From an optimization exercise on the open Yosys and OpenROAD flow, aimed at small area and a short achievable clock period; shortcuts taken in it are not production practice. No run shown here included a check of the RTL's function; only the layout flow was run. Power figures rest on the tool's default switching activity, not on a simulated workload.

===== design/flow/standard.sh =====
#!/bin/bash
# synth_recipe.tcl (not shown) runs the flow's synth.tcl, then flattens the netlist and writes it again
# the make line also repeats each setting of config.mk as NAME=value (left out here)
make -C /OpenROAD-flow-scripts/flow DESIGN_CONFIG=/design/flow/config.mk WORK_HOME=/design/flow/orfs CLKGATE_MAP_FILE= SYNTH_SCRIPT=/design/flow/synth_recipe.tcl "${@:-finish}"

===== design/flow/config.mk =====
export PLATFORM = sky130hd
export DESIGN_NAME = rrc_filter
export DESIGN_NICKNAME = rrc_filter
export VERILOG_FILES = /design/flow/design.v
export SDC_FILE = /design/flow/constraint.sdc
export NUM_CORES = 4
export LEC_CHECK = 0
export ABC_CLOCK_PERIOD_IN_PS = 800
export CAP_MARGIN = 20
export CORE_MARGIN = 2
export CORE_UTILIZATION = 70
export CTS_BUF_LIST = sky130_fd_sc_hd__clkbuf_16
export CTS_CLUSTER_DIAMETER = 80
export CTS_CLUSTER_SIZE = 30
export PLACE_DENSITY = 0.75
export SLEW_MARGIN = 20
export SYNTH_HIERARCHICAL = 1

===== design/flow/flow/run.sh =====
#!/bin/bash
# Own layout flow: the standard ORFS flow (standard.sh, unchanged synthesis), with
#  - timing repair aimed below the design's period (SETUP_SLACK_MARGIN; the SDC is unchanged),
#  - port buffers of a normal buffer cell rather than the smallest one.
# Each step's full log is kept by ORFS under orfs/logs/; make's own output goes to flow.log.
set -uo pipefail
bash standard.sh SETUP_SLACK_MARGIN=7.3 "BUFFER_PORTS_ARGS=-buffer_cell sky130_fd_sc_hd__buf_4" finish > flow.log 2>&1

===== design/flow/constraint.sdc =====
create_clock -name core_clock -period 10.5 [get_ports {clk}]
set_input_delay 2.1000 -clock core_clock [delete_from_list [all_inputs] [get_ports {clk}]]
set_output_delay 2.1000 -clock core_clock [all_outputs]
set_load 0.01 [all_outputs]

===== design/flow/design.v =====
module rrc_filter #(
	parameter WIDTH = 9
)(
	input logic clk,
	input logic rst,
	input logic signed [WIDTH-1:0] filter_in,
	output logic signed [WIDTH-1:0] filter_out
);
  logic [8:0] sr0, sr1, sr2, sr3, sr4, sr5, sr6, sr7, sr8, sr9, sr10, sr11, sr12, sr13, sr14, sr15, sr16, sr17, sr18, sr19, sr20, sr21, sr22, sr23, sr24, sr25, sr26, sr27;
  always_ff @(posedge clk or posedge rst) begin
    if (rst) begin
      sr0 <= 9'h000;
      sr1 <= 9'h000;
      sr2 <= 9'h000;
      sr3 <= 9'h000;
      sr4 <= 9'h000;
      sr5 <= 9'h000;
      sr6 <= 9'h000;
      sr7 <= 9'h000;
      sr8 <= 9'h000;
      sr9 <= 9'h000;
      sr10 <= 9'h000;
      sr11 <= 9'h000;
      sr12 <= 9'h000;
      sr13 <= 9'h000;
      sr14 <= 9'h000;
      sr15 <= 9'h000;
      sr16 <= 9'h000;
      sr17 <= 9'h000;
      sr18 <= 9'h000;
      sr19 <= 9'h000;
      sr20 <= 9'h000;
      sr21 <= 9'h000;
      sr22 <= 9'h000;
      sr23 <= 9'h000;
      sr24 <= 9'h000;
      sr25 <= 9'h000;
      sr26 <= 9'h000;
      sr27 <= 9'h000;
    end else begin
      sr0 <= filter_in;
      sr1 <= sr0;
      sr2 <= sr1;
      sr3 <= sr2;
      sr4 <= sr3;
      sr5 <= sr4;
      sr6 <= sr5;
      sr7 <= sr6;
      sr8 <= sr7;
      sr9 <= sr8;
      sr10 <= sr9;
      sr11 <= sr10;
      sr12 <= sr11;
      sr13 <= sr12;
      sr14 <= sr13;
      sr15 <= sr14;
      sr16 <= sr15;
      sr17 <= sr16;
      sr18 <= sr17;
      sr19 <= sr18;
      sr20 <= sr19;
      sr21 <= sr20;
      sr22 <= sr21;
      sr23 <= sr22;
      sr24 <= sr23;
      sr25 <= sr24;
      sr26 <= sr25;
      sr27 <= sr26;
    end
  end
  logic [9:0] t0;
  always_ff @(posedge clk or posedge rst) begin
    if (rst) t0 <= 10'd392;
    else t0 <= 10'd392 - {{1{filter_in[8]}}, filter_in};
  end
  logic [9:0] pv0;
  always_ff @(posedge clk or posedge rst) begin
    if (rst) pv0 <= 10'd0;
    else pv0 <= {sr11[8], sr11} + {sr13[8], sr13};
  end
  logic [27:0] cs3;
  logic [34:0] cs2;
  logic [34:0] cs1;
  wire n1 = ~sr26[0];
  wire s2, c3;
  rrc_fa u3 (.a(sr24[0]), .b(sr27[0]), .ci(n1), .s(s2), .co(c3));
  wire s4, c5;
  rrc_fa u5 (.a(sr16[0]), .b(sr18[0]), .ci(sr20[0]), .s(s4), .co(c5));
  wire s6, c7;
  rrc_fa u7 (.a(sr21[0]), .b(sr24[1]), .ci(sr27[1]), .s(s6), .co(c7));
  wire s8, c9;
  rrc_fa u9 (.a(sr23[0]), .b(sr26[1]), .ci(s4), .s(s8), .co(c9));
  wire n10 = ~s8;
  wire s11, c12;
  rrc_fa u12 (.a(c3), .b(s6), .ci(n10), .s(s11), .co(c12));
  wire s13, c14;
  rrc_fa u14 (.a(sr15[0]), .b(sr16[1]), .ci(sr18[1]), .s(s13), .co(c14));
  wire s15, c16;
  rrc_fa u16 (.a(sr20[1]), .b(sr23[1]), .ci(sr26[2]), .s(s15), .co(c16));
  wire s17, c18;
  rrc_fa u18 (.a(sr21[1]), .b(sr24[2]), .ci(sr27[2]), .s(s17), .co(c18));
  wire s19, c20;
  rrc_fa u20 (.a(c5), .b(s13), .ci(s15), .s(s19), .co(c20));
  wire n21 = ~c9;
  wire s22, c23;
  rrc_fa u23 (.a(c7), .b(s17), .ci(n21), .s(s22), .co(c23));
  wire n24 = ~s19;
  wire s25, c26;
  rrc_fa u26 (.a(n24), .b(c12), .ci(s22), .s(s25), .co(c26));
  wire s27, c28;
  rrc_fa u28 (.a(sr15[1]), .b(sr16[0]), .ci(sr16[2]), .s(s27), .co(c28));
  wire s29, c30;
  rrc_fa u30 (.a(sr17[0]), .b(sr18[2]), .ci(sr20[2]), .s(s29), .co(c30));
  wire s31, c32;
  rrc_fa u32 (.a(sr18[0]), .b(sr21[2]), .ci(sr24[3]), .s(s31), .co(c32));
  wire n33 = ~sr27[3];
  wire s34, c35;
  rrc_fa u35 (.a(sr23[2]), .b(sr26[3]), .ci(n33), .s(s34), .co(c35));
  wire s36, c37;
  rrc_fa u37 (.a(c14), .b(c16), .ci(s27), .s(s36), .co(c37));
  wire n38 = ~s29;
  wire s39, c40;
  rrc_fa u40 (.a(c18), .b(s31), .ci(n38), .s(s39), .co(c40));
  wire s41, c42;
  rrc_fa u42 (.a(s34), .b(c20), .ci(s36), .s(s41), .co(c42));
  wire n43 = ~s41;
  wire s44, c45;
  rrc_fa u45 (.a(s39), .b(c23), .ci(n43), .s(s44), .co(c45));
  wire s46, c47;
  rrc_fa u47 (.a(sr15[2]), .b(sr16[1]), .ci(sr16[3]), .s(s46), .co(c47));
  wire s48, c49;
  rrc_fa u49 (.a(sr17[1]), .b(sr18[3]), .ci(sr20[3]), .s(s48), .co(c49));
  wire s50, c51;
  rrc_fa u51 (.a(sr18[1]), .b(sr21[3]), .ci(sr24[4]), .s(s50), .co(c51));
  wire n52 = ~sr27[4];
  wire s53, c54;
  rrc_fa u54 (.a(sr23[3]), .b(sr26[4]), .ci(n52), .s(s53), .co(c54));
  wire s55, c56;
  rrc_fa u56 (.a(c28), .b(c30), .ci(c35), .s(s55), .co(c56));
  wire s57, c58;
  rrc_fa u58 (.a(s46), .b(s48), .ci(s53), .s(s57), .co(c58));
  wire s59, c60;
  rrc_fa u60 (.a(c32), .b(s50), .ci(c40), .s(s59), .co(c60));
  wire s61, c62;
  rrc_fa u62 (.a(c37), .b(s55), .ci(s57), .s(s61), .co(c62));
  wire n63 = ~s59;
  wire s64, c65;
  rrc_fa u65 (.a(c42), .b(n63), .ci(s61), .s(s64), .co(c65));
  wire s66, c67;
  rrc_fa u67 (.a(sr15[3]), .b(sr16[2]), .ci(sr16[4]), .s(s66), .co(c67));
  wire s68, c69;
  rrc_fa u69 (.a(sr17[2]), .b(sr18[4]), .ci(sr20[4]), .s(s68), .co(c69));
  wire s70, c71;
  rrc_fa u71 (.a(sr15[0]), .b(sr18[2]), .ci(sr21[4]), .s(s70), .co(c71));
  wire n72 = ~sr24[5];
  wire s73, c74;
  rrc_fa u74 (.a(sr23[4]), .b(sr26[5]), .ci(n72), .s(s73), .co(c74));
  wire s75, c76;
  rrc_fa u76 (.a(c47), .b(c49), .ci(c54), .s(s75), .co(c76));
  wire s77, c78;
  rrc_fa u78 (.a(sr27[5]), .b(c51), .ci(s70), .s(s77), .co(c78));
  wire s79, c80;
  rrc_fa u80 (.a(s66), .b(s68), .ci(s73), .s(s79), .co(c80));
  wire s81, c82;
  rrc_fa u82 (.a(c56), .b(c58), .ci(s75), .s(s81), .co(c82));
  wire n83 = ~s79;
  wire s84, c85;
  rrc_fa u85 (.a(s77), .b(n83), .ci(c60), .s(s84), .co(c85));
  wire s86, c87;
  rrc_fa u87 (.a(c62), .b(s81), .ci(c65), .s(s86), .co(c87));
  wire s88, c89;
  rrc_fa u89 (.a(sr15[4]), .b(sr16[3]), .ci(sr16[5]), .s(s88), .co(c89));
  wire s90, c91;
  rrc_fa u91 (.a(sr17[3]), .b(sr18[5]), .ci(sr20[5]), .s(s90), .co(c91));
  wire s92, c93;
  rrc_fa u93 (.a(sr15[1]), .b(sr18[3]), .ci(sr21[5]), .s(s92), .co(c93));
  wire n94 = ~sr24[6];
  wire s95, c96;
  rrc_fa u96 (.a(sr23[5]), .b(sr26[6]), .ci(n94), .s(s95), .co(c96));
  wire s97, c98;
  rrc_fa u98 (.a(c67), .b(c69), .ci(c74), .s(s97), .co(c98));
  wire s99, c100;
  rrc_fa u100 (.a(sr27[6]), .b(c71), .ci(s92), .s(s99), .co(c100));
  wire s101, c102;
  rrc_fa u102 (.a(s88), .b(s90), .ci(s95), .s(s101), .co(c102));
  wire s103, c104;
  rrc_fa u104 (.a(c76), .b(c80), .ci(s97), .s(s103), .co(c104));
  wire n105 = ~s101;
  wire s106, c107;
  rrc_fa u107 (.a(c78), .b(s99), .ci(n105), .s(s106), .co(c107));
  wire n108 = ~s106;
  wire s109, c110;
  rrc_fa u110 (.a(c82), .b(s103), .ci(n108), .s(s109), .co(c110));
  wire s111, c112;
  rrc_fa u112 (.a(sr15[5]), .b(sr16[4]), .ci(sr16[6]), .s(s111), .co(c112));
  wire s113, c114;
  rrc_fa u114 (.a(sr17[4]), .b(sr18[6]), .ci(sr20[6]), .s(s113), .co(c114));
  wire s115, c116;
  rrc_fa u116 (.a(sr15[2]), .b(sr18[4]), .ci(sr21[6]), .s(s115), .co(c116));
  wire n117 = ~sr24[7];
  wire s118, c119;
  rrc_fa u119 (.a(sr23[6]), .b(sr26[7]), .ci(n117), .s(s118), .co(c119));
  wire s120, c121;
  rrc_fa u121 (.a(c89), .b(c91), .ci(c96), .s(s120), .co(c121));
  wire s122, c123;
  rrc_fa u123 (.a(sr27[7]), .b(c93), .ci(s115), .s(s122), .co(c123));
  wire s124, c125;
  rrc_fa u125 (.a(s111), .b(s113), .ci(s118), .s(s124), .co(c125));
  wire s126, c127;
  rrc_fa u127 (.a(c98), .b(c102), .ci(s120), .s(s126), .co(c127));
  wire n128 = ~s124;
  wire s129, c130;
  rrc_fa u130 (.a(c100), .b(s122), .ci(n128), .s(s129), .co(c130));
  wire n131 = ~c107;
  wire s132, c133;
  rrc_fa u133 (.a(c104), .b(s126), .ci(n131), .s(s132), .co(c133));
  wire s134, c135;
  rrc_fa u135 (.a(sr15[6]), .b(sr16[5]), .ci(sr16[7]), .s(s134), .co(c135));
  wire s136, c137;
  rrc_fa u137 (.a(sr17[5]), .b(sr18[7]), .ci(sr20[7]), .s(s136), .co(c137));
  wire s138, c139;
  rrc_fa u139 (.a(sr23[7]), .b(sr24[8]), .ci(sr27[8]), .s(s138), .co(c139));
  wire s140, c141;
  rrc_fa u141 (.a(sr15[3]), .b(sr18[5]), .ci(sr21[7]), .s(s140), .co(c141));
  wire s142, c143;
  rrc_fa u143 (.a(c112), .b(c114), .ci(c119), .s(s142), .co(c143));
  wire s144, c145;
  rrc_fa u145 (.a(sr26[8]), .b(c116), .ci(s140), .s(s144), .co(c145));
  wire s146, c147;
  rrc_fa u147 (.a(s134), .b(s136), .ci(s138), .s(s146), .co(c147));
  wire s148, c149;
  rrc_fa u149 (.a(c121), .b(c125), .ci(s142), .s(s148), .co(c149));
  wire n150 = ~s146;
  wire s151, c152;
  rrc_fa u152 (.a(c123), .b(s144), .ci(n150), .s(s151), .co(c152));
  wire n153 = ~c130;
  wire s154, c155;
  rrc_fa u155 (.a(c127), .b(s148), .ci(n153), .s(s154), .co(c155));
  wire n156 = ~s151;
  wire s157, c158;
  rrc_fa u158 (.a(n156), .b(c133), .ci(s154), .s(s157), .co(c158));
  wire s159, c160;
  rrc_fa u160 (.a(sr15[7]), .b(sr16[6]), .ci(sr17[6]), .s(s159), .co(c160));
  wire s161, c162;
  rrc_fa u162 (.a(sr15[4]), .b(sr16[8]), .ci(sr18[6]), .s(s161), .co(c162));
  wire s163, c164;
  rrc_fa u164 (.a(sr18[8]), .b(sr20[8]), .ci(sr23[8]), .s(s163), .co(c164));
  wire s165, c166;
  rrc_fa u166 (.a(sr21[8]), .b(c135), .ci(c137), .s(s165), .co(c166));
  wire s167, c168;
  rrc_fa u168 (.a(c141), .b(s161), .ci(s163), .s(s167), .co(c168));
  wire s169, c170;
  rrc_fa u170 (.a(c139), .b(s159), .ci(c143), .s(s169), .co(c170));
  wire n171 = ~c145;
  wire s172, c173;
  rrc_fa u173 (.a(c147), .b(s165), .ci(n171), .s(s172), .co(c173));
  wire n174 = ~s167;
  wire s175, c176;
  rrc_fa u176 (.a(n174), .b(s169), .ci(c149), .s(s175), .co(c176));
  wire n177 = ~c152;
  wire s178, c179;
  rrc_fa u179 (.a(s172), .b(n177), .ci(s175), .s(s178), .co(c179));
  wire s180, c181;
  rrc_fa u181 (.a(sr15[5]), .b(sr15[8]), .ci(sr18[7]), .s(s180), .co(c181));
  wire s182, c183;
  rrc_fa u183 (.a(sr16[7]), .b(sr17[7]), .ci(c160), .s(s182), .co(c183));
  wire s184, c185;
  rrc_fa u185 (.a(c162), .b(c164), .ci(s180), .s(s184), .co(c185));
  wire n186 = ~c168;
  wire s187, c188;
  rrc_fa u188 (.a(c166), .b(s182), .ci(n186), .s(s187), .co(c188));
  wire n189 = ~s184;
  wire s190, c191;
  rrc_fa u191 (.a(n189), .b(c170), .ci(c173), .s(s190), .co(c191));
  wire s192, c193;
  rrc_fa u193 (.a(s187), .b(c176), .ci(s190), .s(s192), .co(c193));
  wire s194, c195;
  rrc_fa u195 (.a(sr15[6]), .b(sr16[8]), .ci(sr17[8]), .s(s194), .co(c195));
  wire n196 = ~sr18[8];
  wire s197, c198;
  rrc_fa u198 (.a(n196), .b(c181), .ci(s194), .s(s197), .co(c198));
  wire n199 = ~c183;
  wire s200, c201;
  rrc_fa u201 (.a(n199), .b(c185), .ci(s197), .s(s200), .co(c201));
  wire n202 = ~s200;
  wire s203, c204;
  rrc_fa u204 (.a(c188), .b(n202), .ci(c191), .s(s203), .co(c204));
  wire s205, c206;
  rrc_fa u206 (.a(sr15[7]), .b(c195), .ci(c198), .s(s205), .co(c206));
  wire n207 = ~s2;
  wire n208 = ~s11;
  wire n209 = ~c26;
  wire n210 = ~s44;
  wire n211 = ~s86;
  wire n212 = ~s109;
  wire n213 = ~s132;
  wire n214 = ~s157;
  wire n215 = ~s178;
  wire n216 = ~c179;
  wire n217 = ~c193;
  wire n218 = ~s203;
  wire n219 = ~c201;
  wire s220, c221;
  rrc_fa u221 (.a(cs3[1]), .b(sr11[0]), .ci(sr15[0]), .s(s220), .co(c221));
  wire s222, c223;
  rrc_fa u223 (.a(sr11[1]), .b(sr13[0]), .ci(sr15[1]), .s(s222), .co(c223));
  wire n224 = ~c221;
  wire s225, c226;
  rrc_fa u226 (.a(cs3[2]), .b(pv0[2]), .ci(n224), .s(s225), .co(c226));
  wire s227, c228;
  rrc_fa u228 (.a(cs3[3]), .b(cs3[4]), .ci(sr8[0]), .s(s227), .co(c228));
  wire s229, c230;
  rrc_fa u230 (.a(sr11[2]), .b(sr13[1]), .ci(sr15[2]), .s(s229), .co(c230));
  wire s231, c232;
  rrc_fa u232 (.a(c223), .b(s227), .ci(s229), .s(s231), .co(c232));
  wire n233 = ~s231;
  wire s234, c235;
  rrc_fa u235 (.a(pv0[3]), .b(c226), .ci(n233), .s(s234), .co(c235));
  wire s236, c237;
  rrc_fa u237 (.a(cs3[6]), .b(sr8[1]), .ci(sr11[3]), .s(s236), .co(c237));
  wire s238, c239;
  rrc_fa u239 (.a(cs3[5]), .b(sr11[0]), .ci(sr15[0]), .s(s238), .co(c239));
  wire n240 = ~pv0[0];
  wire s241, c242;
  rrc_fa u242 (.a(sr13[2]), .b(sr15[3]), .ci(n240), .s(s241), .co(c242));
  wire n243 = ~pv0[4];
  wire s244, c245;
  rrc_fa u245 (.a(n243), .b(c228), .ci(c230), .s(s244), .co(c245));
  wire n246 = ~s238;
  wire s247, c248;
  rrc_fa u248 (.a(s236), .b(s241), .ci(n246), .s(s247), .co(c248));
  wire s249, c250;
  rrc_fa u250 (.a(c232), .b(s244), .ci(s247), .s(s249), .co(c250));
  wire s251, c252;
  rrc_fa u252 (.a(sr8[2]), .b(sr11[4]), .ci(sr13[3]), .s(s251), .co(c252));
  wire s253, c254;
  rrc_fa u254 (.a(cs3[7]), .b(cs3[8]), .ci(sr11[1]), .s(s253), .co(c254));
  wire s255, c256;
  rrc_fa u256 (.a(sr15[1]), .b(pv0[1]), .ci(pv0[5]), .s(s255), .co(c256));
  wire s257, c258;
  rrc_fa u258 (.a(sr15[4]), .b(c237), .ci(c242), .s(s257), .co(c258));
  wire s259, c260;
  rrc_fa u260 (.a(c239), .b(s253), .ci(s255), .s(s259), .co(c260));
  wire s261, c262;
  rrc_fa u262 (.a(s251), .b(c245), .ci(s257), .s(s261), .co(c262));
  wire s263, c264;
  rrc_fa u264 (.a(c248), .b(s261), .ci(c250), .s(s263), .co(c264));
  wire s265, c266;
  rrc_fa u266 (.a(cs3[11]), .b(sr8[3]), .ci(sr11[5]), .s(s265), .co(c266));
  wire s267, c268;
  rrc_fa u268 (.a(sr13[0]), .b(sr13[4]), .ci(sr15[5]), .s(s267), .co(c268));
  wire s269, c270;
  rrc_fa u270 (.a(cs3[9]), .b(cs3[10]), .ci(sr11[2]), .s(s269), .co(c270));
  wire s271, c272;
  rrc_fa u272 (.a(sr15[2]), .b(pv0[2]), .ci(pv0[6]), .s(s271), .co(c272));
  wire s273, c274;
  rrc_fa u274 (.a(c254), .b(c256), .ci(s269), .s(s273), .co(c274));
  wire s275, c276;
  rrc_fa u276 (.a(c252), .b(s265), .ci(s267), .s(s275), .co(c276));
  wire n277 = ~c258;
  wire s278, c279;
  rrc_fa u279 (.a(s271), .b(n277), .ci(c260), .s(s278), .co(c279));
  wire n280 = ~s273;
  wire s281, c282;
  rrc_fa u282 (.a(s275), .b(n280), .ci(c262), .s(s281), .co(c282));
  wire n283 = ~s278;
  wire s284, c285;
  rrc_fa u285 (.a(n283), .b(s281), .ci(c264), .s(s284), .co(c285));
  wire s286, c287;
  rrc_fa u287 (.a(cs3[13]), .b(sr8[4]), .ci(sr11[6]), .s(s286), .co(c287));
  wire s288, c289;
  rrc_fa u289 (.a(sr13[0]), .b(sr13[1]), .ci(sr13[5]), .s(s288), .co(c289));
  wire s290, c291;
  rrc_fa u291 (.a(cs3[12]), .b(cs3[14]), .ci(sr11[3]), .s(s290), .co(c291));
  wire s292, c293;
  rrc_fa u293 (.a(sr15[3]), .b(pv0[3]), .ci(pv0[7]), .s(s292), .co(c293));
  wire s294, c295;
  rrc_fa u295 (.a(sr15[6]), .b(pv0[0]), .ci(c266), .s(s294), .co(c295));
  wire s296, c297;
  rrc_fa u297 (.a(c270), .b(c272), .ci(s290), .s(s296), .co(c297));
  wire s298, c299;
  rrc_fa u299 (.a(c268), .b(s286), .ci(s288), .s(s298), .co(c299));
  wire s300, c301;
  rrc_fa u301 (.a(s292), .b(c274), .ci(s296), .s(s300), .co(c301));
  wire s302, c303;
  rrc_fa u303 (.a(s294), .b(c276), .ci(s298), .s(s302), .co(c303));
  wire n304 = ~s302;
  wire s305, c306;
  rrc_fa u306 (.a(c279), .b(s300), .ci(n304), .s(s305), .co(c306));
  wire s307, c308;
  rrc_fa u308 (.a(sr8[5]), .b(sr11[7]), .ci(sr13[1]), .s(s307), .co(c308));
  wire s309, c310;
  rrc_fa u310 (.a(sr13[2]), .b(sr13[6]), .ci(sr15[7]), .s(s309), .co(c310));
  wire s311, c312;
  rrc_fa u312 (.a(cs3[15]), .b(sr11[4]), .ci(sr15[4]), .s(s311), .co(c312));
  wire n313 = ~pv0[1];
  wire s314, c315;
  rrc_fa u315 (.a(pv0[4]), .b(pv0[8]), .ci(n313), .s(s314), .co(c315));
  wire s316, c317;
  rrc_fa u317 (.a(c287), .b(c289), .ci(s307), .s(s316), .co(c317));
  wire s318, c319;
  rrc_fa u319 (.a(c291), .b(c293), .ci(s311), .s(s318), .co(c319));
  wire n320 = ~s314;
  wire s321, c322;
  rrc_fa u322 (.a(s309), .b(n320), .ci(c295), .s(s321), .co(c322));
  wire n323 = ~c297;
  wire s324, c325;
  rrc_fa u325 (.a(c299), .b(n323), .ci(s316), .s(s324), .co(c325));
  wire n326 = ~s321;
  wire s327, c328;
  rrc_fa u328 (.a(s318), .b(n326), .ci(c301), .s(s327), .co(c328));
  wire n329 = ~s327;
  wire s330, c331;
  rrc_fa u331 (.a(c303), .b(s324), .ci(n329), .s(s330), .co(c331));
  wire s332, c333;
  rrc_fa u333 (.a(cs3[16]), .b(cs3[18]), .ci(sr8[6]), .s(s332), .co(c333));
  wire s334, c335;
  rrc_fa u335 (.a(sr13[2]), .b(sr13[3]), .ci(sr13[7]), .s(s334), .co(c335));
  wire s336, c337;
  rrc_fa u337 (.a(cs3[17]), .b(sr11[5]), .ci(sr11[8]), .s(s336), .co(c337));
  wire s338, c339;
  rrc_fa u339 (.a(sr15[5]), .b(sr15[8]), .ci(pv0[5]), .s(s338), .co(c339));
  wire s340, c341;
  rrc_fa u341 (.a(pv0[2]), .b(pv0[9]), .ci(c308), .s(s340), .co(c341));
  wire s342, c343;
  rrc_fa u343 (.a(c312), .b(c315), .ci(s336), .s(s342), .co(c343));
  wire s344, c345;
  rrc_fa u345 (.a(c310), .b(s332), .ci(s334), .s(s344), .co(c345));
  wire s346, c347;
  rrc_fa u347 (.a(s338), .b(c319), .ci(s342), .s(s346), .co(c347));
  wire s348, c349;
  rrc_fa u349 (.a(c317), .b(s340), .ci(s344), .s(s348), .co(c349));
  wire s350, c351;
  rrc_fa u351 (.a(c322), .b(c325), .ci(s348), .s(s350), .co(c351));
  wire s352, c353;
  rrc_fa u353 (.a(cs3[20]), .b(sr8[7]), .ci(sr13[3]), .s(s352), .co(c353));
  wire s354, c355;
  rrc_fa u355 (.a(cs3[19]), .b(sr11[6]), .ci(sr13[8]), .s(s354), .co(c355));
  wire n356 = ~sr15[6];
  wire s357, c358;
  rrc_fa u358 (.a(sr13[4]), .b(pv0[3]), .ci(n356), .s(s357), .co(c358));
  wire s359, c360;
  rrc_fa u360 (.a(pv0[6]), .b(c337), .ci(c339), .s(s359), .co(c360));
  wire s361, c362;
  rrc_fa u362 (.a(c333), .b(c335), .ci(s352), .s(s361), .co(c362));
  wire n363 = ~s354;
  wire s364, c365;
  rrc_fa u365 (.a(s357), .b(n363), .ci(c341), .s(s364), .co(c365));
  wire n366 = ~c345;
  wire s367, c368;
  rrc_fa u368 (.a(c343), .b(s359), .ci(n366), .s(s367), .co(c368));
  wire s369, c370;
  rrc_fa u370 (.a(s361), .b(s364), .ci(c349), .s(s369), .co(c370));
  wire n371 = ~c351;
  wire s372, c373;
  rrc_fa u373 (.a(c347), .b(s367), .ci(n371), .s(s372), .co(c373));
  wire s374, c375;
  rrc_fa u375 (.a(sr13[4]), .b(sr13[5]), .ci(pv0[4]), .s(s374), .co(c375));
  wire s376, c377;
  rrc_fa u377 (.a(cs3[21]), .b(cs3[22]), .ci(sr8[8]), .s(s376), .co(c377));
  wire s378, c379;
  rrc_fa u379 (.a(sr11[7]), .b(sr15[7]), .ci(pv0[7]), .s(s378), .co(c379));
  wire s380, c381;
  rrc_fa u381 (.a(c353), .b(c358), .ci(s374), .s(s380), .co(c381));
  wire s382, c383;
  rrc_fa u383 (.a(c355), .b(s376), .ci(s378), .s(s382), .co(c383));
  wire n384 = ~c360;
  wire s385, c386;
  rrc_fa u386 (.a(n384), .b(c362), .ci(s380), .s(s385), .co(c386));
  wire n387 = ~c365;
  wire s388, c389;
  rrc_fa u389 (.a(s382), .b(n387), .ci(c368), .s(s388), .co(c389));
  wire n390 = ~s388;
  wire s391, c392;
  rrc_fa u392 (.a(s385), .b(c370), .ci(n390), .s(s391), .co(c392));
  wire s393, c394;
  rrc_fa u394 (.a(cs3[23]), .b(cs3[25]), .ci(sr11[8]), .s(s393), .co(c394));
  wire s395, c396;
  rrc_fa u396 (.a(sr13[5]), .b(sr13[6]), .ci(sr15[8]), .s(s395), .co(c396));
  wire n397 = ~pv0[5];
  wire s398, c399;
  rrc_fa u399 (.a(cs3[24]), .b(pv0[8]), .ci(n397), .s(s398), .co(c399));
  wire n400 = ~c375;
  wire s401, c402;
  rrc_fa u402 (.a(c377), .b(c379), .ci(n400), .s(s401), .co(c402));
  wire n403 = ~s398;
  wire s404, c405;
  rrc_fa u405 (.a(s393), .b(s395), .ci(n403), .s(s404), .co(c405));
  wire n406 = ~c381;
  wire s407, c408;
  rrc_fa u408 (.a(c383), .b(n406), .ci(s401), .s(s407), .co(c408));
  wire n409 = ~s407;
  wire s410, c411;
  rrc_fa u411 (.a(s404), .b(c386), .ci(n409), .s(s410), .co(c411));
  wire s412, c413;
  rrc_fa u413 (.a(cs3[26]), .b(sr13[6]), .ci(sr13[7]), .s(s412), .co(c413));
  wire n414 = ~cs3[27];
  wire s415, c416;
  rrc_fa u416 (.a(pv0[6]), .b(pv0[9]), .ci(n414), .s(s415), .co(c416));
  wire s417, c418;
  rrc_fa u418 (.a(c394), .b(c396), .ci(s412), .s(s417), .co(c418));
  wire n419 = ~s415;
  wire s420, c421;
  rrc_fa u421 (.a(c399), .b(n419), .ci(c402), .s(s420), .co(c421));
  wire n422 = ~s420;
  wire s423, c424;
  rrc_fa u424 (.a(c405), .b(s417), .ci(n422), .s(s423), .co(c424));
  wire n425 = ~c408;
  wire s426, c427;
  rrc_fa u427 (.a(n425), .b(s423), .ci(c411), .s(s426), .co(c427));
  wire n428 = ~sr13[8];
  wire s429, c430;
  rrc_fa u430 (.a(sr13[7]), .b(pv0[7]), .ci(n428), .s(s429), .co(c430));
  wire s431, c432;
  rrc_fa u432 (.a(c413), .b(c416), .ci(s429), .s(s431), .co(c432));
  wire n433 = ~c421;
  wire s434, c435;
  rrc_fa u435 (.a(c418), .b(s431), .ci(n433), .s(s434), .co(c435));
  wire n436 = ~sr13[8];
  wire s437, c438;
  rrc_fa u438 (.a(pv0[8]), .b(n436), .ci(c430), .s(s437), .co(c438));
  wire s439, c440;
  rrc_fa u440 (.a(c432), .b(s437), .ci(c435), .s(s439), .co(c440));
  wire n441 = ~pv0[9];
  wire s442, c443;
  rrc_fa u443 (.a(n441), .b(c438), .ci(c440), .s(s442), .co(c443));
  wire n444 = ~s225;
  wire n445 = ~s234;
  wire n446 = ~s249;
  wire n447 = ~s263;
  wire n448 = ~s284;
  wire n449 = ~s305;
  wire n450 = ~s330;
  wire n451 = ~c373;
  wire n452 = ~s410;
  wire n453 = ~c392;
  wire n454 = ~s426;
  wire n455 = ~c443;
  wire n456 = ~cs2[1];
  wire s457, c458;
  rrc_fa u458 (.a(cs2[0]), .b(sr0[0]), .ci(n456), .s(s457), .co(c458));
  wire s459, c460;
  rrc_fa u460 (.a(cs2[3]), .b(sr0[1]), .ci(sr3[0]), .s(s459), .co(c460));
  wire s461, c462;
  rrc_fa u462 (.a(sr6[0]), .b(sr8[0]), .ci(sr10[0]), .s(s461), .co(c462));
  wire s463, c464;
  rrc_fa u464 (.a(cs2[2]), .b(sr2[1]), .ci(sr5[0]), .s(s463), .co(c464));
  wire s465, c466;
  rrc_fa u466 (.a(c458), .b(s459), .ci(s461), .s(s465), .co(c466));
  wire s467, c468;
  rrc_fa u468 (.a(cs2[4]), .b(cs2[5]), .ci(sr0[2]), .s(s467), .co(c468));
  wire s469, c470;
  rrc_fa u470 (.a(sr3[1]), .b(sr6[1]), .ci(sr8[1]), .s(s469), .co(c470));
  wire n471 = ~sr10[1];
  wire s472, c473;
  rrc_fa u473 (.a(sr2[2]), .b(sr5[1]), .ci(n471), .s(s472), .co(c473));
  wire s474, c475;
  rrc_fa u475 (.a(sr11[0]), .b(c460), .ci(c462), .s(s474), .co(c475));
  wire n476 = ~c464;
  wire s477, c478;
  rrc_fa u478 (.a(n476), .b(s467), .ci(s469), .s(s477), .co(c478));
  wire n479 = ~s472;
  wire s480, c481;
  rrc_fa u481 (.a(n479), .b(c466), .ci(s474), .s(s480), .co(c481));
  wire s482, c483;
  rrc_fa u483 (.a(cs2[6]), .b(sr0[3]), .ci(sr3[2]), .s(s482), .co(c483));
  wire s484, c485;
  rrc_fa u485 (.a(sr6[2]), .b(sr8[2]), .ci(sr10[0]), .s(s484), .co(c485));
  wire s486, c487;
  rrc_fa u487 (.a(sr2[3]), .b(sr5[2]), .ci(sr8[0]), .s(s486), .co(c487));
  wire s488, c489;
  rrc_fa u489 (.a(sr10[2]), .b(sr11[1]), .ci(c468), .s(s488), .co(c489));
  wire s490, c491;
  rrc_fa u491 (.a(c470), .b(s482), .ci(s484), .s(s490), .co(c491));
  wire s492, c493;
  rrc_fa u493 (.a(c475), .b(s488), .ci(c478), .s(s492), .co(c493));
  wire n494 = ~s490;
  wire s495, c496;
  rrc_fa u496 (.a(c473), .b(s486), .ci(n494), .s(s495), .co(c496));
  wire n497 = ~s495;
  wire s498, c499;
  rrc_fa u499 (.a(c481), .b(s492), .ci(n497), .s(s498), .co(c499));
  wire s500, c501;
  rrc_fa u501 (.a(sr0[4]), .b(sr3[3]), .ci(sr6[3]), .s(s500), .co(c501));
  wire s502, c503;
  rrc_fa u503 (.a(sr8[3]), .b(sr10[1]), .ci(sr10[3]), .s(s502), .co(c503));
  wire s504, c505;
  rrc_fa u505 (.a(cs2[7]), .b(cs2[8]), .ci(sr2[4]), .s(s504), .co(c505));
  wire n506 = ~sr11[2];
  wire s507, c508;
  rrc_fa u508 (.a(sr5[3]), .b(sr8[1]), .ci(n506), .s(s507), .co(c508));
  wire s509, c510;
  rrc_fa u510 (.a(c483), .b(c485), .ci(s500), .s(s509), .co(c510));
  wire s511, c512;
  rrc_fa u512 (.a(c487), .b(s504), .ci(s507), .s(s511), .co(c512));
  wire s513, c514;
  rrc_fa u514 (.a(s502), .b(c489), .ci(c491), .s(s513), .co(c514));
  wire n515 = ~s511;
  wire s516, c517;
  rrc_fa u517 (.a(s509), .b(n515), .ci(c493), .s(s516), .co(c517));
  wire n518 = ~c496;
  wire s519, c520;
  rrc_fa u520 (.a(s513), .b(n518), .ci(s516), .s(s519), .co(c520));
  wire s521, c522;
  rrc_fa u522 (.a(sr0[5]), .b(sr3[4]), .ci(sr6[4]), .s(s521), .co(c522));
  wire s523, c524;
  rrc_fa u524 (.a(sr8[4]), .b(sr10[2]), .ci(sr10[4]), .s(s523), .co(c524));
  wire s525, c526;
  rrc_fa u526 (.a(cs2[9]), .b(cs2[10]), .ci(sr2[5]), .s(s525), .co(c526));
  wire s527, c528;
  rrc_fa u528 (.a(sr5[4]), .b(sr8[2]), .ci(sr11[0]), .s(s527), .co(c528));
  wire s529, c530;
  rrc_fa u530 (.a(sr11[3]), .b(c501), .ci(c503), .s(s529), .co(c530));
  wire s531, c532;
  rrc_fa u532 (.a(c505), .b(c508), .ci(s525), .s(s531), .co(c532));
  wire n533 = ~s527;
  wire s534, c535;
  rrc_fa u535 (.a(s521), .b(s523), .ci(n533), .s(s534), .co(c535));
  wire n536 = ~c512;
  wire s537, c538;
  rrc_fa u538 (.a(c510), .b(s529), .ci(n536), .s(s537), .co(c538));
  wire n539 = ~s531;
  wire s540, c541;
  rrc_fa u541 (.a(n539), .b(s534), .ci(c514), .s(s540), .co(c541));
  wire s542, c543;
  rrc_fa u543 (.a(s537), .b(c517), .ci(s540), .s(s542), .co(c543));
  wire s544, c545;
  rrc_fa u545 (.a(sr0[6]), .b(sr3[5]), .ci(sr6[5]), .s(s544), .co(c545));
  wire s546, c547;
  rrc_fa u547 (.a(sr8[5]), .b(sr10[3]), .ci(sr10[5]), .s(s546), .co(c547));
  wire s548, c549;
  rrc_fa u549 (.a(cs2[11]), .b(sr2[6]), .ci(sr5[5]), .s(s548), .co(c549));
  wire n550 = ~sr11[4];
  wire s551, c552;
  rrc_fa u552 (.a(sr8[3]), .b(sr11[1]), .ci(n550), .s(s551), .co(c552));
  wire s553, c554;
  rrc_fa u554 (.a(c522), .b(c524), .ci(s544), .s(s553), .co(c554));
  wire s555, c556;
  rrc_fa u556 (.a(c526), .b(c528), .ci(s548), .s(s555), .co(c556));
  wire n557 = ~s551;
  wire s558, c559;
  rrc_fa u559 (.a(s546), .b(n557), .ci(c530), .s(s558), .co(c559));
  wire n560 = ~c532;
  wire s561, c562;
  rrc_fa u562 (.a(n560), .b(c535), .ci(s553), .s(s561), .co(c562));
  wire n563 = ~s555;
  wire s564, c565;
  rrc_fa u565 (.a(n563), .b(s558), .ci(c538), .s(s564), .co(c565));
  wire s566, c567;
  rrc_fa u567 (.a(s561), .b(c541), .ci(s564), .s(s566), .co(c567));
  wire s568, c569;
  rrc_fa u569 (.a(cs2[12]), .b(cs2[13]), .ci(cs2[14]), .s(s568), .co(c569));
  wire s570, c571;
  rrc_fa u571 (.a(sr0[7]), .b(sr3[6]), .ci(sr6[6]), .s(s570), .co(c571));
  wire s572, c573;
  rrc_fa u573 (.a(sr8[6]), .b(sr10[4]), .ci(sr10[6]), .s(s572), .co(c573));
  wire s574, c575;
  rrc_fa u575 (.a(sr2[7]), .b(sr5[6]), .ci(sr8[4]), .s(s574), .co(c575));
  wire s576, c577;
  rrc_fa u577 (.a(sr11[5]), .b(c545), .ci(c547), .s(s576), .co(c577));
  wire s578, c579;
  rrc_fa u579 (.a(sr11[2]), .b(c549), .ci(c552), .s(s578), .co(c579));
  wire s580, c581;
  rrc_fa u581 (.a(s568), .b(s570), .ci(s572), .s(s580), .co(c581));
  wire s582, c583;
  rrc_fa u583 (.a(s574), .b(c556), .ci(s578), .s(s582), .co(c583));
  wire s584, c585;
  rrc_fa u585 (.a(c554), .b(s576), .ci(s580), .s(s584), .co(c585));
  wire s586, c587;
  rrc_fa u587 (.a(c559), .b(c562), .ci(s584), .s(s586), .co(c587));
  wire n588 = ~s582;
  wire s589, c590;
  rrc_fa u590 (.a(n588), .b(c565), .ci(s586), .s(s589), .co(c590));
  wire s591, c592;
  rrc_fa u592 (.a(sr2[8]), .b(sr3[7]), .ci(sr6[7]), .s(s591), .co(c592));
  wire s593, c594;
  rrc_fa u594 (.a(sr8[7]), .b(sr10[5]), .ci(sr10[7]), .s(s593), .co(c594));
  wire s595, c596;
  rrc_fa u596 (.a(cs2[15]), .b(cs2[16]), .ci(sr0[8]), .s(s595), .co(c596));
  wire s597, c598;
  rrc_fa u598 (.a(sr5[7]), .b(sr8[5]), .ci(sr11[3]), .s(s597), .co(c598));
  wire s599, c600;
  rrc_fa u600 (.a(sr11[6]), .b(c569), .ci(c571), .s(s599), .co(c600));
  wire s601, c602;
  rrc_fa u602 (.a(c573), .b(s591), .ci(s593), .s(s601), .co(c602));
  wire s603, c604;
  rrc_fa u604 (.a(c575), .b(s595), .ci(s597), .s(s603), .co(c604));
  wire s605, c606;
  rrc_fa u606 (.a(c577), .b(c581), .ci(s599), .s(s605), .co(c606));
  wire n607 = ~s601;
  wire s608, c609;
  rrc_fa u609 (.a(c579), .b(s603), .ci(n607), .s(s608), .co(c609));
  wire n610 = ~c583;
  wire s611, c612;
  rrc_fa u612 (.a(n610), .b(c585), .ci(s605), .s(s611), .co(c612));
  wire n613 = ~s608;
  wire s614, c615;
  rrc_fa u615 (.a(n613), .b(c587), .ci(s611), .s(s614), .co(c615));
  wire s616, c617;
  rrc_fa u617 (.a(cs2[19]), .b(cs2[20]), .ci(sr5[8]), .s(s616), .co(c617));
  wire s618, c619;
  rrc_fa u619 (.a(cs2[17]), .b(cs2[18]), .ci(sr3[8]), .s(s618), .co(c619));
  wire s620, c621;
  rrc_fa u621 (.a(sr6[8]), .b(sr8[6]), .ci(sr8[8]), .s(s620), .co(c621));
  wire n622 = ~sr10[6];
  wire s623, c624;
  rrc_fa u624 (.a(sr10[8]), .b(sr11[4]), .ci(n622), .s(s623), .co(c624));
  wire s625, c626;
  rrc_fa u626 (.a(sr11[7]), .b(c592), .ci(c594), .s(s625), .co(c626));
  wire s627, c628;
  rrc_fa u628 (.a(c596), .b(c598), .ci(s618), .s(s627), .co(c628));
  wire n629 = ~s616;
  wire s630, c631;
  rrc_fa u631 (.a(s620), .b(s623), .ci(n629), .s(s630), .co(c631));
  wire s632, c633;
  rrc_fa u633 (.a(c600), .b(c602), .ci(s625), .s(s632), .co(c633));
  wire s634, c635;
  rrc_fa u635 (.a(c604), .b(s627), .ci(s630), .s(s634), .co(c635));
  wire n636 = ~c609;
  wire s637, c638;
  rrc_fa u638 (.a(c606), .b(s632), .ci(n636), .s(s637), .co(c638));
  wire n639 = ~s634;
  wire s640, c641;
  rrc_fa u641 (.a(n639), .b(c612), .ci(s637), .s(s640), .co(c641));
  wire s642, c643;
  rrc_fa u643 (.a(cs2[22]), .b(sr8[7]), .ci(sr11[5]), .s(s642), .co(c643));
  wire n644 = ~sr11[8];
  wire s645, c646;
  rrc_fa u646 (.a(cs2[21]), .b(sr10[7]), .ci(n644), .s(s645), .co(c646));
  wire s647, c648;
  rrc_fa u648 (.a(c619), .b(c621), .ci(c624), .s(s647), .co(c648));
  wire n649 = ~s642;
  wire s650, c651;
  rrc_fa u651 (.a(c617), .b(s645), .ci(n649), .s(s650), .co(c651));
  wire s652, c653;
  rrc_fa u653 (.a(c628), .b(s647), .ci(c631), .s(s652), .co(c653));
  wire s654, c655;
  rrc_fa u655 (.a(c626), .b(s650), .ci(c633), .s(s654), .co(c655));
  wire n656 = ~s654;
  wire s657, c658;
  rrc_fa u658 (.a(c635), .b(s652), .ci(n656), .s(s657), .co(c658));
  wire s659, c660;
  rrc_fa u660 (.a(cs2[23]), .b(cs2[24]), .ci(sr8[8]), .s(s659), .co(c660));
  wire s661, c662;
  rrc_fa u662 (.a(sr10[8]), .b(sr11[6]), .ci(c643), .s(s661), .co(c662));
  wire n663 = ~c648;
  wire s664, c665;
  rrc_fa u665 (.a(c646), .b(s659), .ci(n663), .s(s664), .co(c665));
  wire n666 = ~c651;
  wire s667, c668;
  rrc_fa u668 (.a(s661), .b(n666), .ci(c653), .s(s667), .co(c668));
  wire n669 = ~s667;
  wire s670, c671;
  rrc_fa u671 (.a(s664), .b(c655), .ci(n669), .s(s670), .co(c671));
  wire s672, c673;
  rrc_fa u673 (.a(cs2[25]), .b(cs2[26]), .ci(cs2[27]), .s(s672), .co(c673));
  wire n674 = ~c660;
  wire s675, c676;
  rrc_fa u676 (.a(sr11[7]), .b(n674), .ci(s672), .s(s675), .co(c676));
  wire n677 = ~c665;
  wire s678, c679;
  rrc_fa u679 (.a(c662), .b(s675), .ci(n677), .s(s678), .co(c679));
  wire n680 = ~sr11[8];
  wire s681, c682;
  rrc_fa u682 (.a(cs2[28]), .b(n680), .ci(c673), .s(s681), .co(c682));
  wire s683, c684;
  rrc_fa u684 (.a(c676), .b(s681), .ci(c679), .s(s683), .co(c684));
  wire s685, c686;
  rrc_fa u686 (.a(cs2[29]), .b(cs2[30]), .ci(cs2[31]), .s(s685), .co(c686));
  wire n687 = ~s457;
  wire n688 = ~s477;
  wire n689 = ~s519;
  wire n690 = ~s542;
  wire n691 = ~s566;
  wire n692 = ~c567;
  wire n693 = ~s589;
  wire n694 = ~s614;
  wire n695 = ~c641;
  wire n696 = ~c658;
  wire n697 = ~c671;
  wire n698 = ~c684;
  wire n699 = ~cs1[0];
  wire n700 = ~cs1[1];
  wire n701 = ~cs1[2];
  wire n702 = ~cs1[4];
  wire n703 = ~cs1[8];
  wire n704 = ~cs1[10];
  wire n705 = ~cs1[12];
  wire n706 = ~cs1[13];
  wire n707 = ~cs1[14];
  wire n708 = ~cs1[16];
  wire n709 = ~cs1[20];
  wire n710 = ~cs1[21];
  wire n711 = ~cs1[24];
  wire n712 = ~cs1[25];
  wire n713 = ~cs1[26];
  wire n714 = ~cs1[27];
  wire n715 = ~cs1[29];
  wire n716 = ~cs1[34];
  wire n717 = ~cs1[19];
  wire n718 = ~cs1[28];
  wire s719, c720;
  rrc_ha u720 (.a(t0[0]), .b(n699), .s(s719), .co(c720));
  wire s721, c722;
  rrc_fa u722 (.a(cs1[3]), .b(t0[1]), .ci(n701), .s(s721), .co(c722));
  wire s723, c724;
  rrc_fa u724 (.a(cs1[5]), .b(t0[2]), .ci(n702), .s(s723), .co(c724));
  wire s725, c726;
  rrc_ha u726 (.a(cs1[6]), .b(t0[3]), .s(s725), .co(c726));
  wire s727, c728;
  rrc_fa u728 (.a(cs1[7]), .b(t0[4]), .ci(n703), .s(s727), .co(c728));
  wire s729, c730;
  rrc_fa u730 (.a(cs1[9]), .b(t0[5]), .ci(n704), .s(s729), .co(c730));
  wire s731, c732;
  rrc_fa u732 (.a(cs1[11]), .b(t0[6]), .ci(n705), .s(s731), .co(c732));
  wire s733, c734;
  rrc_fa u734 (.a(t0[7]), .b(n706), .ci(n707), .s(s733), .co(c734));
  wire s735, c736;
  rrc_fa u736 (.a(cs1[15]), .b(t0[8]), .ci(n708), .s(s735), .co(c736));
  wire s737, c738;
  rrc_fa u738 (.a(cs1[17]), .b(cs1[18]), .ci(t0[9]), .s(s737), .co(c738));
  wire s739, c740;
  rrc_fa u740 (.a(n709), .b(n710), .ci(n717), .s(s739), .co(c740));
  wire s741, c742;
  rrc_fa u742 (.a(cs1[22]), .b(cs1[23]), .ci(cs1[19]), .s(s741), .co(c742));
  wire s743, c744;
  rrc_fa u744 (.a(n711), .b(n712), .ci(n713), .s(s743), .co(c744));
  wire n745 = ~n714;
  wire s746, c747;
  rrc_fa u747 (.a(cs1[30]), .b(n715), .ci(n718), .s(s746), .co(c747));
  wire s748, c749;
  rrc_fa u749 (.a(cs1[31]), .b(cs1[32]), .ci(cs1[28]), .s(s748), .co(c749));
  wire n750 = ~cs1[33];
  always_ff @(posedge clk or posedge rst) begin
    if (rst) cs3 <= 28'b0000000000000000000000000000;
    else cs3 <= {c206, sr15[8], c204, s205, n219, n218, n217, s192, n216, c158, n215, c155, n214, n213, c110, s129, c87, n212, c85, n211, s84, s64, c45, n210, n209, s25, n208, n207};
  end
  always_ff @(posedge clk or posedge rst) begin
    if (rst) cs2 <= 35'b00000000000000000000000000000000000;
    else cs2 <= {n455, s442, s439, c427, s434, c424, n454, n453, n452, c389, s391, n451, s372, s369, c331, s350, c328, s346, n450, c306, c285, n449, c282, n448, n447, s259, n446, c235, n445, n444, s222, s220, pv0[1], pv0[0], cs3[0]};
  end
  always_ff @(posedge clk or posedge rst) begin
    if (rst) cs1 <= 35'b00000000000000000000000000000000000;
    else cs1 <= {cs2[34], cs2[33], c686, cs2[32], n698, c682, s685, s683, n697, s678, c668, s670, n696, n695, s657, c638, s640, c615, n694, c590, n693, n692, n691, c543, n690, c520, n689, c499, s498, s480, n688, s465, s463, n687, sr2[0]};
  end
  wire [18:0] fa_ = {1'b1, n716, n750, s748, s746, n745, s743, s741, s739, s737, s735, s733, s731, s729, s727, s725, s723, s721, n700};
  wire [18:0] fb_ = {1'b0, cs1[33], c749, c747, n714, c744, c742, c740, c738, c736, c734, c732, c730, c728, c726, c724, c722, c720, s719};
  wire [18:0] sum_ = fa_ + fb_;
  wire ovf_ = (sum_[18] != sum_[16]) || (sum_[17] != sum_[16]);
  wire [8:0] y_ = ovf_ ? (sum_[18] ? 9'h100 : 9'h0ff) : sum_[16:8];
  always_ff @(posedge clk or posedge rst) begin
    if (rst) filter_out <= 9'd0;
    else filter_out <= y_;
  end
endmodule
module rrc_fa (input logic a, input logic b, input logic ci, output logic s, output logic co);
  assign s = a ^ b ^ ci;
  assign co = (a & b) | (a & ci) | (b & ci);
endmodule
module rrc_carry8 (input logic [7:0] a, input logic [7:0] b, output logic co);
  wire [8:0] t = {1'b0, a} + {1'b0, b};
  assign co = t[8];
endmodule
module rrc_hsat (input logic [10:0] a, input logic [10:0] b, input logic ci, output logic [8:0] y);
  wire [11:0] t2 = {a, ci} + {b, ci};
  wire [10:0] t = t2[11:1];
  wire ovf = (t[10] != t[8]) || (t[9] != t[8]);
  assign y = ovf ? (t[10] ? 9'h100 : 9'h0ff) : t[8:0];
endmodule
module rrc_fa1 (input logic a, input logic b, output logic s, output logic co);
  assign s = ~(a ^ b);
  assign co = a | b;
endmodule
module rrc_ha (input logic a, input logic b, output logic s, output logic co);
  assign s = a ^ b;
  assign co = a & b;
endmodule

==> results of run 1 <==
-- metrics by stage --
step | worst slack [ns] | area, um^2
detailed placement | 6.19 | 17700
CTS | 7.27 | 18200
finish | 7.35 | 18300
global placement | 6.26 | 17700
global route | 7.24 | 18300
floorplan | 3.35 | 17100
-- cell usage after synthesis (3+ instances only) --
master | number | area share
fa_1 | 297 | 0.35
a21o_1 | 6 | 0.0026
nand3_1 | 6 | 0.0018
dfrtp_1 | 373 | 0.55
nand2_1 | 10 | 0.0022
inv_1 | 163 | 0.036
dfstp_2 | 3 | 0.0046
xor2_1 | 8 | 0.0041
ha_1 | 29 | 0.021
nor2_1 | 7 | 0.0015
o21ai_1 | 5 | 0.0015
o21a_1 | 3 | 0.0013
o21ai_0 | 8 | 0.0023
xnor2_1 | 14 | 0.0072
a21oi_1 | 18 | 0.0053
-- cell type report --
cell class	instances	area (um^2)	area share
Clock buffer	17	425	0.0232
Clock inverter	5	57.6	0.00314
Inverter	163	616	0.0336
Multi-Input combinational cell	440	7130	0.389
Sequential cell	376	9420	0.514
Tap cell	324	405	0.0221
Timing Repair Buffer	27	267	0.0145
-- power breakdown --
part | switching, uW | leakage (uW) | internal [uW]
registers | 187 | 0.00437 | 1790
clock network | 446 | 0.000240 | 307
logic | 1720 | 0.00371 | 1450
-- final timing paths --
kind | slack, ns | depth (start not counted) | startpoint | to
min in group asynchronous | 1.55 | 2 | rst | cs2[34]
hold reg to reg | 0.34 | 0 | sr12[7] | sr13[7]
max in group asynchronous | 7.57 | 4 | rst | sr11[2]
setup / recovery | 7.35 | 1 | filter_out[5] | filter_out[5]
hold / removal | 0.34 | 0 | sr12[7] | sr13[7]
setup reg to reg | 7.36 | 7 | sr11[3] | cs2[16]
-- repair_timing --
| item | 4_1_cts | 5_1_grt |
|---|---|---|
| hold endpoints to repair | 0 | 0 |
| endpoints found under the setup margin | 87 | 157 |
| cloned | 1 | 0 |
| setup buffers | 2 | 1 |
| pin swaps | 2 | 10 |
| gates resized for setup | 5 | 30 |
-- Yosys stat by module, one instance, submodules excluded --
module / cells inside / area (um^2)
rrc_fa: 1 / 20.0
rrc_filter: 681 / 11100
rrc_ha: 1 / 12.5
-- routing by layer --
layer,share of wire,wire length (um)
met5,0,0
met4,0.017,472
met3,0.033,920
met2,0.53,14800
met1,0.42,11700
-- registers in the layout, indices dropped and copies added, names as in the netlist, 10 cells and up --
register and count:
cs2 35, pv0 10, cs1 34, cs3 28
-- cell usage in the layout (no fill, tap or decap), types with 4 or more instances in the layout --
master and instances:
inv_1 162, nor2_1 7, dfrtp_2 9, ha_1 27, nand3_1 6, dfrtp_1 364, a21o_1 6, xnor2_1 12
buf_4 21, xor2_1 8, a21oi_2 6, clkbuf_16 17, fa_1 297, o21ai_0 7, nand2_1 10, a21oi_1 13
o21ai_2 4
-- logic make-up after synthesis --
group,synth area share
flip-flops,0.551
adder cells (fa/ha/maj),0.369
buffers and inverters,0.0358
AO/OA/AOI/OAI,0.0226
AND/OR/NAND/NOR,0.00953
XOR/XNOR,0.0113
==> key figures, run 1 <==
Run status
  • Outcome: timing/DRC/antenna clean

Die
  • Core Box Area: 0.0241 mm^2
  • Rows: 57
  • Die W: 160 um
  • Die ar.: 0.0257 mm^2
  • Initial cell density of the core: 0.708
  • Chip height: 160 um
  • Io pins: 20

Power and ir drop
  • Peak VDD IR: 0.277 mV
  • Leak Pwr: 0.00832 uW
  • Cell Pwr Density: 322 mW/mm^2
  • Power, Total: 5900 uW

Synth
  • Synth Flop Type: dfrtp_1
  • Synthesized area: 0.0171 mm^2
  • Number of synthesized flops with an enable pin: 0
  • Avg Synthesized Cell Area: 17.4 um^2
  • Sequential area share after synthesis: 0.551
  • Cell count after synthesis: 979
  • Post-synthesis cell type count: 40
  • Seq cells post-synth: 376
  • Ys async rst share: 1.00
  • Syn_nets: 1316
  • YS warnings: 7

Worst setup path
  • Critical-path maximum fanout: 1
  • CP top delay family: flip-flops
  • Crit path max-delay cell type: dfrtp_1
  • Setup Crit Path Kind: flop to output pin
  • WP data required: 8.40 ns
  • Crit path DAT: 1.05 ns
  • Endpoint class of the critical path: output pin
  • CP max stage delay: 0.39 ns
  • Worst Path Buf+Inv: 1
  • CP cell instances: buf_4
  • CP Launch Type: flop

GRT
  • Gr usage total: 0.247
  • Initial antenna violation count: 0
  • Total grt overflow: 0
  • Largest net degree at the start of global routing: 95
  • Met3 Use GR: 0.0392
  • Vias in the first global route: 8524
  • First-pass GRT wire length: 47000 um
  • Global-route track usage on met2: 0.408
  • GR Util met1: 0.373
  • Gr busiest metal: met2

STA
  • Final slew viol count: 0
  • Max_slew headroom: 0.628
  • Final hold vios: 0
  • Final TNS setup: 0 ns
  • # setup viols final: 0
  • Min Clock Period, post-route: 3.15 ns
  • Fin crit share: 0.300
  • RSZ-0062 raised after global routing: true
  • Slew at the pin with the worst max-slew slack: 0.557 ns
  • Fmax: 0.318 GHz
  • Hold slack: 0.341 ns
  • Final Skew: 0.0206 ns

Run
  • Maxcap violations: 0

Clock network
  • CTS Buf Count: 17
  • Clk slew on worst S/H paths: 0.11 ns
  • H-tree Lvls: 1
  • Skew-Pair Late Insertion Delay: 0.52 ns
  • CTS tree: built
  • Clock tree sinks: 376
  • Clock Path Buffers: 3
  • CTS root buf: clkbuf_16
  • Cts hold-fix bufs: 0

Cells and area
  • Syn-to-layout area delta: 7.34%
  • # fillers: 1418
  • Final core utilization: 0.760
  • Ant. Diodes: 0
  • Fin nets: 1362
  • Post-Layout Cell Count: 1352
  • Layout cells sized above 1: 0.0817

Detailed routing
  • Final ANT Viol Nets: 0
  • Routed WL: 27900 um
  • DRC Markers: 0
  • Initial DRC count: 351
  • Wirelength per Cell: 20.6 um
  • Detailed-route via count: 7167
  • Initial DRT Pass Iterations: 4
  • Vias per cell: 5.30

Placed design
  • Routability cong.: 0.804
  • Post-DP HPWL: 21100 um
  • Port buffer count: 19
  • # placed instances: 1326

Worst hold path
  • Worst min path class: flop to flop
==> run 2: changes to the inputs <==
==> design/flow/flow/run.sh (replaced) <==
#!/bin/bash
# Own layout flow: the standard ORFS flow (standard.sh, unchanged synthesis), with
#  - timing repair aimed below the design's period (SETUP_SLACK_MARGIN; the SDC is unchanged),
#  - port buffers of a normal buffer cell rather than the smallest one.
# Each step's full log is kept by ORFS under orfs/logs/; make's own output goes to flow.log.
set -uo pipefail
bash standard.sh SETUP_SLACK_MARGIN=7.55 "BUFFER_PORTS_ARGS=-buffer_cell sky130_fd_sc_hd__buf_4" finish > flow.log 2>&1
==> key figures, run 2 <==
Synth
  • Avg Synthesized Cell Area: 17.4 um^2 (unchanged)
  • Synth area leader: dfrtp_1
  • Sequential area share after synthesis: 0.551 (unchanged)
  • Seq cells post-synth: 376 (unchanged)
  • Ys async rst share: 1.00 (unchanged)
  • Cell count after synthesis: 979 (unchanged)
  • Most frequent cell after synthesis: dfrtp_1
  • Most frequent cells after synthesis: dfrtp_1, fa_1, inv_1
  • YS warnings: 7 (unchanged)
  • Number of synthesized flops with an enable pin: 0 (unchanged)
  • Synth area leaders: dfrtp_1, fa_1, inv_1
  • Post-synth top area share: 0.547 (unchanged)
  • Synth Flop Type: dfrtp_1
  • Synthesized area: 0.0171 mm^2 (unchanged)
  • Syn_nets: 1316 (unchanged)
  • Post-synthesis cell type count: 40 (unchanged)

STA
  • Fmax: 0.321 GHz (+0.92%)
  • Fin crit share: 0.297 (-0.00275)
  • Final slew viol count: 0 (unchanged)
  • Min Clock Period, post-route: 3.12 ns (-0.0288 ns)
  • Final Skew: 0.0158 ns (-0.00476 ns)
  • Final TNS setup: 0 ns (unchanged)
  • Max_slew headroom: 0.536 (-0.0928)
  • # setup viols final: 0 (unchanged)
  • Slew at the pin with the worst max-slew slack: 0.697 ns (+0.139 ns)
  • RSZ-0062 raised after global routing: true
  • Hold slack: 0.348 ns (+0.00684 ns)
  • Final hold vios: 0 (unchanged)

Cells and area
  • Ant. Diodes: 0 (unchanged)
  • Post-Layout Cell Count: 1407 (+4.1%)
  • Layout cells sized above 1: 0.227 (+0.145)
  • # fillers: 1320 (-6.9%)
  • Commonest non-fill, non-tap cells in the layout: dfrtp_1, fa_1, inv_1, fa_2, buf_4
  • Fin nets: 1416 (+4.0%)
  • Max reg flops: 35 (unchanged)
  • Area occupied by multi-input gates: 0.00730 mm^2 (+2.4%)
  • Most common cell after layout, fill and taps aside: dfrtp_1
  • Reg with most FFs: cs2
  • Register Area: 0.00947 mm^2 (+0.48%)
  • Post-route cell area: 0.0191 mm^2 (+4.0%)
  • Syn-to-layout area delta: 11.6%
  • Biggest regs: cs2 x35, cs1 x34, cs3 x28

Clock network
  • CTS root buf: clkbuf_16
  • Cts hold-fix bufs: 0 (unchanged)
  • Skew-Pair Late Insertion Delay: 0.51 ns (about the same)
  • Clk slew on worst S/H paths: 0.11 ns (about the same)
  • CTS tree: built
  • Clock Path Buffers: 3 (unchanged)
  • Clock tree sinks: 376 (unchanged)
  • H-tree Lvls: 1 (unchanged)
  • CTS Buf Count: 17 (unchanged)

Die
  • Die ar.: 0.0257 mm^2 (unchanged)
  • Initial cell density of the core: 0.708 (unchanged)
  • Core Box Area: 0.0241 mm^2 (unchanged)
  • Chip height: 160 um (unchanged)
  • Io pins: 20 (unchanged)
  • Rows: 57 (unchanged)
  • Die W: 160 um (unchanged)

Worst setup path
  • Worst Path Buf+Inv: 1 (unchanged)
  • Crit path DAT: 1.02 ns (-0.03 ns)
  • Critical-path maximum fanout: 1 (unchanged)
  • Endpoint class of the critical path: output pin
  • CP max stage delay: 0.39 ns (about the same)
  • Register-to-Register Path Depth: 12 (+5)
  • WP data required: 8.40 ns (about the same)
  • RR Endpoint: filter_out[6]
  • Crit path max-delay cell type: dfrtp_1
  • FF-to-FF Start: cs1[19]
  • Setup Crit Path Kind: flop to output pin
  • Reg2reg setup slack: 7.39 ns (+0.03 ns)
  • CP top delay family: flip-flops
  • CP cell instances: buf_6
  • CP Launch Type: flop

GRT
  • Vias in the first global route: 8570 (+0.54%)
  • Total grt overflow: 0 (unchanged)
  • Largest net degree at the start of global routing: 87 (-8.4%)
  • First-pass GRT wire length: 48300 um (+2.6%)
  • Gr usage total: 0.255 (+0.00795)
  • Initial antenna violation count: 0 (unchanged)

Detailed routing
  • Vias per cell: 5.28 (-0.45%)
  • Final ANT Viol Nets: 0 (unchanged)
  • Wirelength per Cell: 20.7 um (+0.59%)
  • Initial DRT Pass Iterations: 5 (+1)
  • DRC Markers: 0 (unchanged)
  • Detailed-route via count: 7425 (+3.6%)
  • Initial DRC count: 457 (+30%)
  • Routed WL: 29200 um (+4.7%)

Run status
  • Outcome: timing/DRC/antenna clean

Worst hold path
  • Hold path cells: 0 (unchanged)
  • Worst min path class: flop to flop
  • Hold_sp: sr9[8]
  • Hold Path End: sr10[8]

Power and ir drop
  • Cell Pwr Density: 318 mW/mm^2 (-1.3%)
  • Peak VDD IR: 0.359 mV (+29%)
  • Leak Pwr: 0.00852 uW (+2.4%)

Placed design
  • Placed cell area: 0.0177 mm^2 (unchanged)
  • Port buffer count: 19 (unchanged)
  • # placed instances: 1326 (unchanged)
  • Post-DP HPWL: 21400 um (+1.2%)
  • Routability cong.: 0.816 (+1.5%)

Run
  • Maxcap violations: 0 (unchanged)
-- run 2: cell count changes in the layout (fill, tap and decap cells not counted), sizes merged --
cell and change:
buf +55, bufbuf -1, clkinv +1
-- run 2: where the power goes --
| group | switching, uW | internal, uW |
|---|---|---|
| Sequential | 185 | 1790 |
| Combinational | 1790 | 1540 |
| Clock | 443 | 307 |
-- run 2: final cells by class --
cell class                      instances  area share
Inverter                              163      0.0323
Tap cell                              324      0.0213
Clock buffer                           17      0.0223
Clock inverter                          6     0.00302
Timing Repair Buffer                   81      0.0412
Sequential cell                       376       0.497
Multi-Input combinational cell        440       0.383
-- run 2: metrics by stage --
| step | power, uW | utilization | worst slack (ns) |
|---|---|---|---|
| after CTS | 6100 | 0.783 | 7.36 |
| after detailed placement | 5030 | 0.733 | 6.56 |
| after global placement | 4880 | 0.733 | 6.61 |
| final | 6060 | 0.791 | 7.38 |
| after floorplan | 4180 | - | 3.35 |
| after global routing | 6670 | 0.791 | 7.22 |
-- run 2: kinds of logic (layout without fill, tap and decap cells) --
kind of cell	after synthesis	count (layout)	share of synthesized area
AO/OA/AOI/OAI	58	58	0.0226
XOR/XNOR	22	22	0.0113
flip-flops	376	376	0.551
AND/OR/NAND/NOR	34	34	0.00953
buffers and inverters	163	267	0.0358
adder cells (fa/ha/maj)	326	326	0.369
-- run 2: what timing repair did --
action                     CTS  global route
buffers inserted            44            13
resized for setup          117            36
pin swaps                   28            26
setup endpoints to repair  300           199
gates cloned                 1             0
-- run 2: per-module statistics from Yosys (local to each module, per instance) --
module      area [um^2]  flops+latches
rrc_filter        11100            376
rrc_fa             20.0              0
rrc_ha             12.5              0
-- run 2: worst reg2reg max path: stages, from the launching register on --
cell,delay [ns]
dfrtp_1,0.39
buf_4,0.14
fa_1,0.44
ha_1,0.34
and2_1,0.22
a221o_1,0.35
a21oi_1,0.18
or2_2,0.13
o311a_1,0.25
xnor2_2,0.13
a21oi_2,0.19
buf_6,0.16
o21ai_1,0.08
-- run 2: how the worst max path moves through the flow --
stage | start | end | slack, ns | cells after the start
floorplan | rst | cs1[10] | 3.35 | 1
global placement | rst | sr26[2] | 6.61 | 4
detailed placement | rst | sr22[1] | 6.56 | 4
CTS | filter_out[0] | filter_out[0] | 7.36 | 1
global route | cs1[8] | filter_out[4] | 7.22 | 12
finish | filter_out[2] | filter_out[2] | 7.38 | 1
-- run 2: layer usage --
metal	wire, um	vias to the layer above	GRT usage
met5	0	-	0
met4	330	0	0.0410
met3	1050	29	0.0301
met2	15600	97	0.419
met1	12200	4173	0.396
li1	-	3126	-

-- re-timing with driven ports --
The results above use ideal ports. As a check the final layouts listed here were re-extracted and re-timed, cells and wires unchanged. Step 1 sets driving cells, clkbuf_16 on the clock port and buf_2 on the other inputs (assumed; they add their load-dependent delay and slew). Step 2, shift: input delay + t, output delay - t, t = (earliest + latest rising clock arrival at the registers) / 2. This alone moves slack from input paths to output paths. a / b / c = no drivers / after step 1 / after step 2; a / b = the first two.
run | shift t [ns] | slack for setup (ns) | worst hold slack (ns) | latest minus earliest clock arrival (ns) | pins driven straight from the clock port
run 1 | 0.553 | 7.351 / 7.306 / 7.039 | 0.341 / 0.341 / 0.341 | 0.021 / 0.021 | 1
run 2 | 0.555 | 7.380 / 7.332 / 7.230 | 0.348 / 0.348 / 0.348 | 0.016 / 0.016 | 1
After both steps every run listed still meets setup and hold. For run 1, which loses most, drivers alone change the setup slack by -0.045 ns; drivers and shift together by -0.312 ns. Setup slack includes reset recovery checks.
